This is an optimization exercise on Yosys and OpenROAD, whose aim is small area, a short achievable clock period and few clock cycles per item, not a production implementation.
Only the layout flow was run in this run; the RTL was not checked for function there.

**flow/config.mk**
```make
export PLATFORM = sky130hd
export DESIGN_NAME = alu
export DESIGN_NICKNAME = alu
export VERILOG_FILES = /design/flow/design.v
export SDC_FILE = /design/flow/constraint.sdc
export NUM_CORES = 4
export LEC_CHECK = 0
export ABC_CLOCK_PERIOD_IN_PS = 6500
export CAP_MARGIN = 20
export CORE_MARGIN = 2
export CORE_UTILIZATION = 40
export SETUP_SLACK_MARGIN = 4
export SLEW_MARGIN = 20
```
**flow/constraint.sdc**
```tcl
create_clock -name core_clock -period 11.0 [get_ports {CLK}]
set_input_delay 2.2000 -clock core_clock [delete_from_list [all_inputs] [get_ports {CLK}]]
set_output_delay 2.2000 -clock core_clock [all_outputs]
set_load 0.01 [all_outputs]
```
**flow/design.v**
```verilog
module mod #(parameter K = 3) (
	output [31:0] res,
	output reg done,
	input [31:0] ain,
	input [31:0] bin,
	input lt,
	input [31:0] diff,
	input start,
	input CLK,
	input reset
);
	localparam NG = (32 + K - 1) / K;
	localparam W  = NG * K;
	wire [W-1:0] a = {{(W-32){1'b0}}, ain};
	wire [W-1:0] b = {{(W-32){1'b0}}, bin};
	reg [31:0] p;
	reg [3:0] cnt;
	reg busy;
	assign res = p;
	reg [4:0] ia, ib;
	integer i;
	always @(*) begin
		ia = 5'd0;
		ib = 5'd0;
		for (i = 0; i < 32; i = i + 1) begin
			if (ain[i]) ia = i;
			if (bin[i]) ib = i;
		end
	end
	wire bz = ~|bin;
	wire [4:0] s = ia - ib;
	wire [3:0] span = s / K;
	wire s0 = (s == 5'd0);
	reg [31:0] pinit;
	always @(*) begin
		pinit = 32'd0;
		for (i = 0; i < NG; i = i + 1)
			if (span == i) pinit = a >> (K * (i + 1));
	end
	wire [3:0] nidx = start ? span : cnt - 4'd1;
	reg [K-1:0] grp_n, grp;
	reg [31:0] b_r;
	always @(*) begin
		grp_n = {K{1'b0}};
		for (i = 0; i < NG; i = i + 1)
			if (nidx == i) grp_n = a[i*K +: K];
	end
	reg [31:0] q;
	reg [33:0] t;
	integer j;
	always @(*) begin
		q = p;
		for (j = 0; j < K; j = j + 1) begin
			t = {1'b0, q, grp[K-1-j]} - {2'b0, b_r};
			q = t[33] ? {q[30:0], grp[K-1-j]} : t[31:0];
		end
	end
	always @(posedge CLK) begin
		if (reset) begin
			busy <= 1'b0;
			done <= 1'b0;
		end else if (start) begin
			busy <= ~(bz | lt | s0);
			done <= bz | lt | s0;
		end else if (busy) begin
			busy <= |cnt;
			done <= ~|cnt;
		end
		b_r <= bin;
		grp <= grp_n;
		if (start) begin
			p <= (bz | lt) ? ain : s0 ? diff : pinit;
			cnt <= span;
		end else if (busy) begin
			p <= q;
			cnt <= cnt - 4'd1;
		end
	end
endmodule
module alu (
	output reg [31:0] result,
	output cout,
	output done,
	input [31:0] ain,
	input [31:0] bin,
	input [2:0] alu_op,
	input
		cin,
		start,
		CLK,
		reset
);
	wire [32:0] sum  = {1'b0, ain} + {1'b0, bin} + {32'b0, cin};
	wire [32:0] diff = {1'b0, ain} - {1'b0, bin};
	wire lt = diff[32];
	wire [31:0] rem;
	assign cout = sum[32];
	mod mod1 (
		.res(rem),
		.done(done),
		.ain(ain),
		.bin(bin),
		.lt(lt),
		.diff(diff[31:0]),
		.start(start),
		.CLK(CLK),
		.reset(reset)
	);
	always @(*)
		case (alu_op)
			3'd0: result = ain & bin;
			3'd1: result = ain | bin;
			3'd2: result = ain ^ bin;
			3'd3: result = ~(ain | bin);
			3'd4: result = {31'b0, lt};
			3'd5: result = sum[31:0];
			3'd6: result = diff[31:0];
			default: result = rem;
		endcase
endmodule
```
**flow/run.sh**
```bash
#!/bin/bash
# synth_recipe.tcl (not shown) runs the flow's synth.tcl, then flattens the netlist and writes it again
# the make line also repeats each setting of config.mk as NAME=value (left out here)
make -C /OpenROAD-flow-scripts/flow DESIGN_CONFIG=/design/flow/config.mk WORK_HOME=/design/flow/orfs CLKGATE_MAP_FILE= SYNTH_SCRIPT=/design/flow/synth_recipe.tcl finish
```
==> run notes <==
-- registers in the layout, summed over array words and instances, names as in the netlist --
name	count
mod1.grp	3
mod1.p	32
mod1.done	1
mod1.cnt	4
mod1.b_r	32
mod1.busy	1
-- area by class of cell --
| type | count | area, um2 |
|---|---|---|
| fillers | 3609 | 17700 |
| multi-input cells | 1885 | 16300 |
| repair buffers | 365 | 3290 |
| flip-flops and latches | 73 | 1830 |
| inverters | 165 | 678 |
| well taps | 532 | 666 |
| clock buffers | 11 | 243 |
| clock inverters | 5 | 103 |
-- what timing repair did --
action / in CTS / in global routing
pin swaps: 148 / 160
setup buffers: 157 / 73
gates resized for setup: 676 / 209
setup endpoints to repair: 72 / 68
gates cloned: 11 / 0
-- worst reg2reg max path: cells and delay by family (launching register included) --
kind	cells	cell delay (ps)
mux	2	680
buf+inv	3	570
simple gates	6	1280
flops	1	300
xor+xnor	1	140
compound gates	20	4670
fa+ha+maj	3	890
-- Yosys cell counts (all sizes together) (9+ instances only) --
library cell,instances,share of area [%]
o31a,10,0.53
nand2b,30,1.1
a22oi,19,0.87
o31ai,16,0.73
buf,37,1.4
xnor2,89,4.8
a2111oi,13,0.84
a221o,11,0.67
mux2,54,3.7
nand2,169,3.9
o21ai,148,4.6
nor3,67,2.1
or3,15,0.57
nor2b,22,0.85
edfxtp,36,6.6
o21a,27,1.2
nor2,187,4.3
o211ai,20,0.94
inv,164,3.7
a31oi,22,0.93
a31o,9,0.48
xor2,41,2.2
o21bai,15,0.68
a21oi,219,6.7
ha,199,15
a222oi,22,1.3
dfxtp,37,4.5
and2,13,0.49
nand3,52,1.6
clkbuf,89,2.0
a21o,56,2.6
a221oi,37,2.0
or2,13,0.49
mux2i,41,2.6
nor4,15,0.57
a21boi,9,0.41
o221ai,20,1.1
a211oi,36,1.6
and3,11,0.45
o22ai,23,0.87
nand4,10,0.38
-- cell families after synthesis --
logic type,Yosys count
xor gates and xnor gates,133
muxes,96
and+or+nand+nor,627
AOI/OAI and AO/OA,816
adders and majority gates,206
DFF,73
buffers and inverters,291
-- how the worst min path moves through the flow --
stage,end,from,slack [ps]
final,mod1.busy,mod1.busy,560
after global routing,mod1.busy,mod1.busy,610
after CTS,mod1.busy,mod1.busy,550
after detailed placement,mod1.busy,mod1.busy,530
after global placement,mod1.busy,mod1.busy,500
after floorplan,mod1.busy,mod1.busy,480
-- routing by layer --
| metal | vias to the layer above | GRT usage [%] | wire length (um) |
|---|---|---|---|
| li1 | 8903 | - | - |
| met1 | 9555 | 46.9 | 31600 |
| met2 | 1235 | 53.8 | 33700 |
| met3 | 279 | 5.38 | 7750 |
| met4 | 0 | 16.9 | 4560 |
| met5 | - | 0 | 0 |
-- stage by stage --
step / instance area (um2) / cells
after floorplan: 17300 / 2242
after global placement: 18500 / 2779
after detailed placement: 18500 / 2779
after CTS: 21800 / 2963
after global routing: 23100 / 3036
final: 23100 / 3036
==> impl_metrics.py <==
metrics = {
    "synthesis": {
        "synth_flop_cell": "dfxtp_1",
        "ys_ff_latch": 73,
        "synthMuxAreaShare_pct": 6.42,
        "synth_enable_flop_cells": 36,
        "synth_area_per_cell_um2": 7.35,
        "async_reset_ff_share_pct": 0,
        "yosys.area_share.simple_pct": 18.0,
        "ys.warnings.count": 2,
        "synth.distinct_cells": 104,
        "post_synth_xor_area_fraction_pct": 7.38,
        "synth_fa_ha_area_share_pct": 16.0,
        "syn-num-nets": 2519,
        "synth_top_family_by_area": "compound AO/OA/AOI/OAI gates",
        "synth_compound_area_share_pct": 34.0,
        "syn-cell-area_mm2": 0.0165,
        "ys_seq_area_share_pct": 11.1,
        "post_synth_inst_count": 2242,
    },
    "global_routing": {
        "grt_max_degree": 61,
        "grt_pass1_wl_um": 113000,
        "track_usage_pct": 34.7,
        "overflow": 0,
        "first_global_vias": 18717,
        "antenna_found_initial": 0,
    },
    "sta": {
        "setup_viol": 0,
        "worst_hold_slack_ps": 557,
        "slew_viol_final": 0,
        "fin_crit_ps": 8720,
        "grt_setup_unrepaired": "yes",
        "hold_viol": 0,
        "clock.fmax_mhz": 115,
        "worst_pin_slew_ps": 1170,
        "fin_skew_ps": 8.33,
        "max_slew_margin_pct": 21.4,
        "period_share_pct": 79.3,
        "tns_ps": 0,
        "finalWorstSetupSlack_ps": 2280,
    },
    "setup_path": {
        "r2r_start": "mod1.b_r[6]",
        "reg2reg_slack_ps": 2280,
        "timing.rr.end": "mod1.p[30]",
        "crit_arrival_ps": 8910,
        "cp_slowest_cell": "a2111oi_4",
        "crit_fanout": 7,
        "start_kind": "register",
        "critPathKind": "reg -> reg",
        "cp.required_ps": 11190,
        "ff2ff_path_depth": 35,
        "cp.depth": 35,
        "endpoint_kind": "register",
        "path_buf_inv": 3,
        "cp-endpoint": "mod1.p[30]",
        "setup.worst_path.start": "mod1.b_r[6]",
        "cp_top_family": "compound AO/OA/AOI/OAI gates",
        "slowest_delay_ps": 430,
    },
    "run_status": {
        "status": "finished clean",
    },
    "drt": {
        "drc": 0,
        "drt_pass1_iterations": 8,
        "avgRoutedWirePerCell_um": 25.6,
        "routed_wl_um": 77600,
        "vias_per_cell": 6.58,
        "drtIter0Drc": 2105,
        "antenna_left": 0,
        "vias": 19972,
    },
    "placed_design": {
        "dp_slack_ps": 938,
        "place_congestion": 1.00,
        "io_buffers": 104,
        "dpl.hpwl_um": 54200,
    },
    "worst_hold_path": {
        "hp-class": "reg -> reg",
        "holdPathStages": 2,
    },
    "floorplan": {
        "io-pin-count": 105,
        "row_count": 74,
        "die_h_um": 207,
        "start_util_pct": 40.4,
        "die-area_mm2": 0.0428,
        "core_mm2": 0.0407,
        "die_w_um": 207,
    },
    "clock_tree": {
        "cts.sinks": 73,
        "clock_latency_ps": 350,
        "holdBufCountCts": 0,
        "cts_buffers": 9,
        "clock_path_buffers": 2,
        "cts_max_level": 3,
        "clockRootBuffer": "clkbuf_16",
        "cts_tree": "yes",
        "clk_pin_slew_ps": 60,
    },
    "run": {
        "maxCapViolations": 0,
    },
    "final_layout": {
        "area_delta_synth_final_pct": 40.2,
        "final_cell_mix": "buf_4, nor2_1, a21oi_1",
        "drive_above_1_share_pct": 34.1,
        "diodes": 0,
        "post-route-util_pct": 56.7,
        "layout_commonest_cell": "buf_4",
        "finalNetCount": 2776,
    },
}

==> re-timing with driven ports <==
In the flow no input, the clock included, has a driving cell. The finished layout below was timed again as built, in two steps.
Step 1 (the two cells are an assumption about what drives the block):
set clk [get_ports {CLK}]
set_driving_cell -lib_cell sky130_fd_sc_hd__clkbuf_16 $clk
set_driving_cell -lib_cell sky130_fd_sc_hd__buf_2 [delete_from_list [all_inputs] $clk]
Step 2 moves the port delays by t, midway between the first and last clock arrival at a register: inputs arrive t later, outputs are due t later. That takes back most of the time a late clock gives input paths.
a / b / c = ideal / step 1 / step 2; a / b = the first two.
t (ns): 0.396
slack for setup (ns): 2.282 / 2.282 / 2.282
slew at the worst register clock pin (ns): 0.07 / 0.07
After both steps setup and hold are still met in this run. For this run, drivers alone change the setup slack by 0.000 ns; drivers and shift together by 0.000 ns.
